Source: an optimization exercise on an open RTL-to-GDS flow (aim: small area, a short achievable clock period and few clock cycles per item). Production flows keep margins and buffers that such runs may drop.
The RTL was checked by simulation tests, not by an equivalence proof against the original design.
Power and IR drop assume default switching activity.

Setup of job 5609:
Design scr_search, start of the top module:
module scr_search(clk,rst,start,R_fixed,angle1,adder,error,X,Y,done);
Size: about 9 flip-flops, ~49 I/O pins.
clock: 12.0 ns
lec_check: 0
cap_margin: 20
core_margin: 2
core_utilization: 15
place_density: 0.3
setup_slack_margin: 1.5
slew_margin: 20
run.sh (not shown) runs the stock make flow with config.mk's settings and CLKGATE_MAP_FILE= SYNTH_SCRIPT=/design/flow/synth_recipe.tcl, a recipe that flattens the netlist after the stock synthesis.
Testbench counts of job 5609, summed over its fixed seeds: cycles 384, queries 384.
Input changes introduced in job 8318 (baseline for comparison: job 5609):
Settings: a change of PLACE_DENSITY from 0.3 to 0.35; a change of CORE_UTILIZATION from 15 to 20.
Results
Wire length on met2: job 8318 < job 5609
Post-detailed-routing wire length (job 8318 over job 5609): decrease, about 6%
Lower filler cell count in the final layout goes to job 8318 over job 5609.
Of job 8318 and job 5609, the lower internal power belongs to job 8318.
Comparing job 8318 and job 5609, the lower utilization of the core after routing is on job 5609.
Job 8318 reached the end of the flow, and the finished layout is clean on the timing, DRC and antenna checks.
Going from job 5609 to job 8318, post-CTS setup repair buffer count decreased 3; critical path's largest stage delay saw a decrease; die outline width down 13%.
Changes in job 165 relative to job 8318:
Settings: SETUP_SLACK_MARGIN: 1.5 -> 3; CORE_UTILIZATION: 20 -> 15; PLACE_DENSITY: 0.35 -> 0.3.
==> comparison <==
Wire length of the first global-routing pass (higher): job 165. Routability-driven placement congestion ratio down about 5% in job 165 wrt job 8318. In job 165, the total routing usage reported by global routing came out 9.8 points below the value in job 8318. Via count of the first global-routing pass in job 165 is 356 above job 8318. Sort job 8318 and job 165 by met2 usage, ascending, and job 165 comes first. Going from job 8318 to job 165, the power attributed to the clock group was found to have gone up by about 2%. Diff job 8318 -> job 165 | total detailed-routing wirelength | up by a little under 10%. The final reports for job 165 and job 8318 show arrival time reported for the critical path endpoint lower in the former. Setup slack, job 8318 and job 165: larger value in job 165.

---

Another version of the RTL of scr_search (not shown whole).
Size: roughly 2100 cells after synthesis, roughly 63 flip-flops, about 49 I/O pins, roughly 15000 um^2 of cells after synthesis.
Settings: LEC_CHECK=0, CAP_MARGIN=20, CORE_MARGIN=2, CORE_UTILIZATION=15, PLACE_DENSITY=0.3, SETUP_SLACK_MARGIN=5, SLEW_MARGIN=20; clock period 12.0 ns.
standard.sh (not shown) runs the stock make flow with config.mk's settings and CLKGATE_MAP_FILE= SYNTH_SCRIPT=/design/flow/synth_recipe.tcl, a recipe that flattens the netlist after the stock synthesis.
==> flow/flow/run.sh <==
#!/bin/bash
set -euo pipefail
export BUFFER_PORTS_ARGS="-buffer_cell sky130_fd_sc_hd__buf_2"
sed 's/SETUP_SLACK_MARGIN=[0-9.]*/SETUP_SLACK_MARGIN=5.5/' standard.sh > standard_m.sh
grep -q 'SETUP_SLACK_MARGIN=5.5' standard_m.sh
bash standard_m.sh > standard_flow.log 2>&1
The starting point went through all stages and came out clean.
Testbench counts at the start, summed over its fixed seeds: cycles 384, queries 384.
Change:
==> flow/flow/run.sh (replaced) <==
#!/bin/bash
set -euo pipefail
export BUFFER_PORTS_ARGS="-buffer_cell sky130_fd_sc_hd__buf_2"
sed 's/SETUP_SLACK_MARGIN=[0-9.]*/SETUP_SLACK_MARGIN=6.5/' standard.sh > standard_m.sh
grep -q 'SETUP_SLACK_MARGIN=6.5' standard_m.sh
bash standard_m.sh > standard_flow.log 2>&1
After rerunning: Cell area is higher by well over a third; total power goes up by about a fifth; via count came out higher by roughly a tenth; core utilization is higher by 6.6 points; sequential share of layout area goes down by 2.9 points; global-route usage came out higher by 2.3 points.

---

Another version of the RTL of scr_search (not shown whole).
Size in the first run: about 63 flip-flops, roughly 49 I/O pins, roughly 0.015 mm2 of cells after synthesis.
Settings: LEC_CHECK=0, ABC_AREA=1, CAP_MARGIN=20, CORE_MARGIN=2, CORE_UTILIZATION=30, PLACE_DENSITY=0.6, SETUP_SLACK_MARGIN=5, SLEW_MARGIN=20; clock period 12.0 ns.
==> flow/flow/run.sh <==
#!/bin/bash
set -euo pipefail
export BUFFER_PORTS_ARGS="-buffer_cell sky130_fd_sc_hd__buf_2"
sed 's/SETUP_SLACK_MARGIN=[0-9.]*/SETUP_SLACK_MARGIN=6.25/' standard.sh > standard_m.sh
grep -q 'SETUP_SLACK_MARGIN=6.25' standard_m.sh
bash standard_m.sh > standard_flow.log 2>&1
The first run passed the timing, DRC and antenna checks.
Testbench counts at the start, summed over its fixed seeds: cycles 384, queries 384.
Edit:
==> flow/flow/run.sh (replaced) <==
#!/bin/bash
set -euo pipefail
export BUFFER_PORTS_ARGS="-buffer_cell sky130_fd_sc_hd__buf_2"
sed 's/SETUP_SLACK_MARGIN=[0-9.]*/SETUP_SLACK_MARGIN=5.5/' standard.sh > standard_m.sh
grep -q 'SETUP_SLACK_MARGIN=5.5' standard_m.sh
bash standard_m.sh > standard_flow.log 2>&1
--- a/flow/config.mk
+++ b/flow/config.mk
@@ -7,7 +7,6 @@
 export LEC_CHECK = 0
-export ABC_AREA = 1
 export CAP_MARGIN = 20
 export CORE_MARGIN = 2
-export CORE_UTILIZATION = 30
-export PLACE_DENSITY = 0.6
+export CORE_UTILIZATION = 15
+export PLACE_DENSITY = 0.3
 export SETUP_SLACK_MARGIN = 5
Outcome: The new run ran to the end with no violations. Clock skew stays flat. Sequential power falls by 8.1%. Synthesized cell count falls by 32%.
Edit:
==> flow/flow/run.sh (replaced) <==
#!/bin/bash
set -euo pipefail
export BUFFER_PORTS_ARGS="-buffer_cell sky130_fd_sc_hd__buf_2"
sed 's/SETUP_SLACK_MARGIN=[0-9.]*/SETUP_SLACK_MARGIN=5.75/' standard.sh > standard_m.sh
grep -q 'SETUP_SLACK_MARGIN=5.75' standard_m.sh
bash standard_m.sh > standard_flow.log 2>&1
--- a/flow/config.mk
+++ b/flow/config.mk
@@ -7,2 +7,3 @@
 export LEC_CHECK = 0
+export ABC_AREA = 1
 export CAP_MARGIN = 20
The new run finished clean.
Die area climbs by a few percent.
Area after synthesis grows by a few percent.
Power is higher by roughly a tenth.
Sequential share of layout area goes down by 0.20 points.
Routed wire length came out higher by a few percent.
Setup slack is better by 0.37 ns.
Count of clock-buffer cells in the layout does not change.
Hold slack is worse by 0.015 ns.
Cell area climbs slightly.
Edit:
==> flow/flow/run.sh (replaced) <==
#!/bin/bash
set -euo pipefail
export BUFFER_PORTS_ARGS="-buffer_cell sky130_fd_sc_hd__buf_2"
sed 's/SETUP_SLACK_MARGIN=[0-9.]*/SETUP_SLACK_MARGIN=6.4/' standard.sh > standard_m.sh
grep -q 'SETUP_SLACK_MARGIN=6.4' standard_m.sh
bash standard_m.sh > standard_flow.log 2>&1
--- a/flow/config.mk
+++ b/flow/config.mk
@@ -10,4 +10,4 @@
 export CORE_MARGIN = 2
-export CORE_UTILIZATION = 15
-export PLACE_DENSITY = 0.3
+export CORE_UTILIZATION = 25
+export PLACE_DENSITY = 0.5
 export SETUP_SLACK_MARGIN = 5
=>
- design area fell by 1.2%
- cell count fell by 12%
- routed wire length came out lower by 4.7%
- clock skew came out higher by 0.0057 ns

[static timing again, ports no longer ideal]
The results above use ideal ports. As a check the final layouts listed here were re-extracted and re-timed, cells and wires unchanged. Step 1 sets driving cells, clkbuf_16 on the clock port and buf_2 on the other inputs (assumed; they add their load-dependent delay and slew). Step 2 also shifts input and output timing later by t, the mid clock arrival at the registers, as if the neighbouring blocks saw the same clock. a / b / c = ideal ports / drivers / drivers and shift; a / b = the first two.
run | shift t [ns] | slack for setup (ns) | hold WS [ns] | worst setup path at the end | cell pins on the clock port's net
job 5609 | 0.259 | 1.647 / 1.625 / 1.366 | 0.475 / 0.475 / 0.475 | input to register | 1
job 8318 | 0.252 | 1.550 / 1.555 / 1.303 | 0.464 / 0.464 / 0.464 | input to register | 1
job 165 | 0.259 | 3.065 / 3.068 / 2.809 | 0.475 / 0.475 / 0.475 | input to register | 1
the first run of note 2 | 0.392 | 5.385 / 5.409 / 5.018 | 0.463 / 0.463 / 0.463 | input to register | 1
the second run of note 2 | 0.398 | 5.846 / 5.798 / 5.743 | 0.470 / 0.470 / 0.470 | input to register | 1
the first run of note 3 | 0.400 | 6.110 / 6.134 / 5.735 | 0.470 / 0.470 / 0.470 | input to register | 1
the second run of note 3 | 0.389 | 5.411 / 5.432 / 5.044 | 0.489 / 0.489 / 0.489 | input to register | 1
the third run of note 3 | 0.401 | 5.785 / 5.801 / 5.401 | 0.474 / 0.474 / 0.474 | input to register | 1
the fourth run of note 3 | 0.402 | 6.308 / 6.258 / 5.967 | 0.470 / 0.470 / 0.470 | input to register | 1
After both steps setup and hold are still met in every run listed. The setup slack of the third run of note 3, which loses most, moves by +0.016 ns with the drivers and by -0.384 ns with both steps.
